This design comes from an exercise in tuning for small area on the open sky130 flow, not from production work. Function was checked by simulation only, so behaviour that the tests miss may differ from the original. Power and IR drop assume default switching activity.

==> flow/design.v (excerpt) <==
module hdmi_text_top (
	input clk,
	input resetn,
	input user_clk,
	input [2:0] user_data_3,
	output [9:0] tmds_ch0,
	output [9:0] tmds_ch1,
	output [9:0] tmds_ch2
);
For scale: roughly 2400 cells after synthesis, ~36 I/O pins, roughly 0.026 mm² of cells after synthesis.
==> flow/config.mk <==
export PLATFORM = sky130hd
export DESIGN_NAME = hdmi_text_top
export DESIGN_NICKNAME = hdmi_text_top
export VERILOG_FILES = /design/flow/design.v
export SDC_FILE = /design/flow/constraint.sdc
export NUM_CORES = 4
export LEC_CHECK = 0
export ABC_AREA = 1
export CAP_MARGIN = 20
export CORE_MARGIN = 2
export CORE_UTILIZATION = 40
export SLEW_MARGIN = 20
==> flow/constraint.sdc <==
create_clock -name core_clock -period 10.0 [get_ports {clk}]
set_input_delay 2.0000 -clock core_clock [delete_from_list [all_inputs] [get_ports {clk}]]
set_output_delay 2.0000 -clock core_clock [all_outputs]
set_load 0.01 [all_outputs]
standard.sh (not shown) runs the stock make flow with config.mk's settings and CLKGATE_MAP_FILE= SYNTH_SCRIPT=/design/flow/synth_recipe.tcl, a recipe that flattens the netlist after the stock synthesis.
==> flow/flow/run.sh <==
#!/bin/bash
set -euo pipefail
export CTS_ARGS="-sink_clustering_enable -repair_clock_nets -sink_clustering_size 24 -sink_clustering_max_diameter 40 -buf_list sky130_fd_sc_hd__clkbuf_8 -dont_use_dummy_load"
bash standard.sh > standard.log 2>&1
Then changed:
==> flow/flow/run.sh (replaced) <==
#!/bin/bash
set -euo pipefail
export CTS_ARGS="-sink_clustering_enable -repair_clock_nets -sink_clustering_size 20 -sink_clustering_max_diameter 40 -buf_list sky130_fd_sc_hd__clkbuf_8 -dont_use_dummy_load"
export BUFFER_PORTS_ARGS="-buffer_cell sky130_fd_sc_hd__buf_1"
bash standard.sh > standard.log 2>&1
CORE_UTILIZATION = 65   (was 40)
GPL_TIMING_DRIVEN = 0   (was unset)
The new run ran to the end with no violations.
Synthesized area is unchanged.
Setup slack gets worse by 0.25 ns.
Die area goes down by 38%.
Routed wire length climbs by about 18%.
Design area falls by about 2%.
Total power came out lower by 1.9%.
First-iteration DRC count goes up by 99%.
Clock skew increases by 0.036 ns.
Sequential cell count does not change.
Then changed:
==> flow/flow/run.sh (replaced) <==
#!/bin/bash
set -euo pipefail
export CTS_ARGS="-sink_clustering_enable -repair_clock_nets -sink_clustering_size 40 -sink_clustering_max_diameter 60 -buf_list sky130_fd_sc_hd__clkbuf_16 -dont_use_dummy_load"
bash standard.sh > standard.log 2>&1
CORE_UTILIZATION = 40   (was 65)
GPL_TIMING_DRIVEN = unset   (was 0)
Effect: The changed run finished clean; routed wire length went down by 16%; total power climbs by 0.61%; final cell count grows by about 8%; clock skew decreases by 0.048 ns; synthesized cell count is unchanged.
Then changed:
==> flow/flow/run.sh (replaced) <==
#!/bin/bash
set -euo pipefail
export CTS_ARGS="-sink_clustering_enable -repair_clock_nets -sink_clustering_size 18 -sink_clustering_max_diameter 50 -buf_list sky130_fd_sc_hd__clkbuf_8 -dont_use_dummy_load"
bash standard.sh > standard.log 2>&1
The new run completed without violations.
Sequential power is about the same.
Clock-buffer cell count rises by 27.
Final cell count rises slightly.
Sequential share of layout area rises by 0.23 points.
Total power falls by a few percent.
Via count rises slightly.
Worst setup slack is about the same.
Worst hold slack improves by 0.046 ns.
Clock skew rises by 0.010 ns.
Utilization falls by 0.16 points.

* * *

Another version of the RTL of hdmi_text_top (not shown whole).
For scale: roughly 2,100 cells after synthesis, about 36 I/O pins, about 0.024 mm² of cells after synthesis.
## hdmi_text_top
module hdmi_text_top(clk, resetn, user_clk, user_data_3, tmds_ch0, tmds_ch1, tmds_ch2);
  input clk;
  wire clk;
  input resetn;
  wire resetn;
  input user_clk;
  wire user_clk;
  input [2:0] user_data_3;
  wire [2:0] user_data_3;
  output [9:0] tmds_ch0;
  wire [9:0] tmds_ch0;
  output [9:0] tmds_ch1;
  wire [9:0] tmds_ch1;
  output [9:0] tmds_ch2;
  wire [9:0] tmds_ch2;
  wire gw0000;
  wire gw0001;
  wire gw0002;
  wire gw0003;
  wire gw0004;
  wire gw0005;
  wire gw0006;
  wire gw0007;
  wire gw0008;
  wire gw0009;
  wire gw0010;
  wire gw0011;
  wire gw0012;
  wire gw0013;
  wire gw0014;
  wire gw0015;
  wire gw0016;
  wire gw0017;
  wire gw0018;
  wire gw0019;
  wire gw0020;
  wire gw0021;
  wire gw0022;
  wire gw0023;
  wire gw0024;
  wire gw0025;
  wire gw0026;
  wire gw0027;
  wire gw0028;
  wire gw0029;
  wire gw0030;
  wire gw0031;
  wire gw0032;
  wire gw0033;
  wire gw0034;
  wire gw0035;
  wire gw0036;
  wire gw0037;
  wire gw0038;
  wire gw0039;
  wire gw0040;
  wire gw0041;
  wire gw0042;
  wire gw0043;
  wire gw0044;
  wire gw0045;
  wire gw0046;
  wire gw0047;
  wire gw0048;
  wire gw0049;
  wire gw0050;
  wire gw0051;
  wire gw0052;
  wire gw0053;
  wire gw0054;
  wire gw0055;
  wire gw0056;
  wire gw0057;
  wire gw0058;
  wire gw0059;
  wire gw0060;
  wire gw0061;
  wire gw0062;
  wire gw0063;
  wire gw0064;
  wire gw0065;
  wire gw0066;
  wire gw0067;
  wire gw0068;
  wire gw0069;
  wire gw0070;
  wire gw0071;
  wire gw0072;
  wire gw0073;
  wire gw0074;
  wire gw0075;
  wire gw0076;
  wire gw0077;
  wire gw0078;
  wire gw0079;
  wire gw0080;
  wire gw0081;
  wire gw0082;
  wire gw0083;
  wire gw0084;
  wire gw0085;
  wire gw0086;
  wire gw0087;
  wire gw0088;
  wire gw0089;
  wire gw0090;
  wire gw0091;
  wire gw0092;
  wire gw0093;
  wire gw0094;
  wire gw0095;
  wire gw0096;
  wire gw0097;
  wire gw0098;
  wire gw0099;
  wire gw0100;
  wire gw0101;
  wire gw0102;
  wire gw0103;
  wire gw0104;
  wire gw0105;
  wire gw0106;
  wire gw0107;
  wire gw0108;
  wire gw0109;
  wire gw0110;
  wire gw0111;
  wire gw0112;
  wire gw0113;
  wire gw0114;
  wire gw0115;
  wire gw0116;
  wire gw0117;
  wire gw0118;
  wire gw0119;
  wire gw0120;
  wire gw0121;
  wire gw0122;
  wire gw0123;
  ...
==> flow/config.mk <==
export PLATFORM = sky130hd
export DESIGN_NAME = hdmi_text_top
export DESIGN_NICKNAME = hdmi_text_top
export VERILOG_FILES = /design/flow/design.v
export SDC_FILE = /design/flow/constraint.sdc
export NUM_CORES = 4
export LEC_CHECK = 0
export ABC_AREA = 1
export CAP_MARGIN = 20
export CORE_MARGIN = 2
export CORE_UTILIZATION = 40
export SLEW_MARGIN = 20
==> flow/constraint.sdc <==
create_clock -name core_clock -period 10.0 [get_ports {clk}]
set_input_delay 2.0000 -clock core_clock [delete_from_list [all_inputs] [get_ports {clk}]]
set_output_delay 2.0000 -clock core_clock [all_outputs]
set_load 0.01 [all_outputs]
==> flow/flow/run.sh <==
#!/bin/bash
set -euo pipefail
export CTS_ARGS="-sink_clustering_enable -repair_clock_nets -sink_clustering_size 22 -sink_clustering_max_diameter 50 -buf_list sky130_fd_sc_hd__clkbuf_8 -dont_use_dummy_load"
export BUFFER_PORTS_ARGS="-buffer_cell sky130_fd_sc_hd__buf_1"
bash standard.sh > standard.log 2>&1
The first run completed with no timing, DRC or antenna violations.
==> next run, changes <==
==> flow/flow/run.sh (replaced) <==
#!/bin/bash
set -euo pipefail
export CTS_ARGS="-sink_clustering_enable -repair_clock_nets -sink_clustering_size 20 -sink_clustering_max_diameter 50 -buf_list sky130_fd_sc_hd__clkbuf_8 -dont_use_dummy_load"
export BUFFER_PORTS_ARGS="-buffer_cell sky130_fd_sc_hd__buf_1"
bash standard.sh > standard.log 2>&1
Global-route usage stays flat. Via count stays flat. Design area barely changes.

* * *

Setup of P:
Another version of the RTL of hdmi_text_top (not shown whole).
For scale: ~890 flip-flops, ~36 I/O pins, about 26000 um^2 of cells after synthesis.
clock: 10.0 ns
lec_check: 0
abc_area: 1
cap_margin: 20
core_margin: 2
core_utilization: 40
slew_margin: 20
==> flow/flow/run.sh <==
#!/bin/bash
set -euo pipefail
export CTS_ARGS="-sink_clustering_enable -repair_clock_nets -sink_clustering_size 18 -sink_clustering_max_diameter 50 -buf_list sky130_fd_sc_hd__clkbuf_8 -dont_use_dummy_load"
bash standard.sh > standard.log 2>&1
Edits applied to the flow inputs when going from P to Q:
Settings: CTS_BUF_LIST: unset -> sky130_fd_sc_hd__clkbuf_4.
==> flow/run.sh (new file) <==
#!/bin/bash
# synth_recipe.tcl (not shown) runs the flow's synth.tcl, then flattens the netlist and writes it again
# the make line also repeats each setting of config.mk as NAME=value (left out here)
make -C /OpenROAD-flow-scripts/flow DESIGN_CONFIG=/design/flow/config.mk WORK_HOME=/design/flow/orfs CLKGATE_MAP_FILE= SYNTH_SCRIPT=/design/flow/synth_recipe.tcl finish
removed: flow/flow/run.sh
removed: flow/standard.sh
Findings:
Diff P -> Q: total power up about 20%; required time of the critical path went down; sequential power share went down by 11 points; worst path setup slack after routing went down by 71 ps.
| met2 wirelength from detailed routing | Q vs P | 4.1% higher |

* * *

## juniper
hdmi_text_top, a different RTL version from the one above (not shown whole).
Size: ~890 flip-flops, about 36 I/O pins.
clock: 10.0 ns
lec_check: 0
abc_area: 1
cap_margin: 20
core_margin: 2
core_utilization: 40
slew_margin: 20
==> flow/flow/run.sh <==
#!/bin/bash
set -euo pipefail
export CTS_ARGS="-sink_clustering_enable -repair_clock_nets -sink_clustering_size 22 -sink_clustering_max_diameter 50 -buf_list sky130_fd_sc_hd__clkbuf_8 -dont_use_dummy_load"
export BUFFER_PORTS_ARGS="-buffer_cell sky130_fd_sc_hd__buf_1"
bash standard.sh > standard.log 2>&1
juniper finished end to end and its layout was clean on timing, DRC and antenna.
Input changes introduced in tundra (baseline for comparison: juniper):
==> flow/flow/run.sh <==
#!/bin/bash
set -euo pipefail
export CTS_ARGS="-sink_clustering_enable -repair_clock_nets -sink_clustering_size 18 -sink_clustering_max_diameter 50 -buf_list sky130_fd_sc_hd__clkbuf_8 -dont_use_dummy_load"
export BUFFER_PORTS_ARGS="-buffer_cell sky130_fd_sc_hd__buf_1"
bash standard.sh > standard.log 2>&1
[summary]
- Compared juniper against tundra; average detailed-routed wire length per instance within noise.
- Diff juniper -> tundra: number of global-route vias before repair moved up, portion of the layout cell area used by non-clock buffers did not really move, cell area grew by about 0.4%.
- Comparing tundra and juniper, final clock skew is lower on tundra.
- Of tundra and juniper, the run reporting the higher endpoint arrival time on the critical path was juniper.
- tundra vs juniper: via count up
- Setup slack in tundra is smaller than in juniper.

-- what the ideal ports hide --
How much do the figures lean on ideal ports? The routed layouts below were timed once more, with nothing changed but the port constraints.
Step 1: set_driving_cell puts a clkbuf_16 on clk and a buf_2 on each other input, an assumption about the parent block.
Step 2 moves the port delays by t, midway between the first and last clock arrival at a register: inputs arrive t later, outputs are due t later. That takes back most of the time a late clock gives input paths.
Slacks: no drivers / after step 1 / after step 2; pairs: no drivers / after step 1.
run	t (ns)	slack for setup (ns)	clock arrival spread, ns	worst register clock-pin slew, ns
the first run of note 1	0.705	4.867 / 4.867 / 4.867	0.097 / 0.096	0.12 / 0.12
the second run of note 1	0.652	4.617 / 4.617 / 4.617	0.151 / 0.151	0.11 / 0.11
the third run of note 1	0.618	4.870 / 4.870 / 4.870	0.097 / 0.096	0.12 / 0.12
the fourth run of note 1	0.675	4.871 / 4.871 / 4.871	0.099 / 0.099	0.10 / 0.10
the first run of note 2	0.680	5.424 / 5.424 / 5.424	0.087 / 0.087	0.12 / 0.12
the second run of note 2	0.703	5.455 / 5.455 / 5.455	0.114 / 0.114	0.11 / 0.11
P	0.683	5.243 / 5.243 / 5.243	0.097 / 0.097	0.10 / 0.10
Q	1.017	5.172 / 5.117 / 5.185	0.060 / 0.060	0.07 / 0.07
juniper	0.700	4.601 / 4.601 / 4.601	0.122 / 0.122	0.12 / 0.12
tundra	0.668	4.595 / 4.595 / 4.595	0.078 / 0.078	0.11 / 0.11
After both steps setup and hold are still met in every run listed.
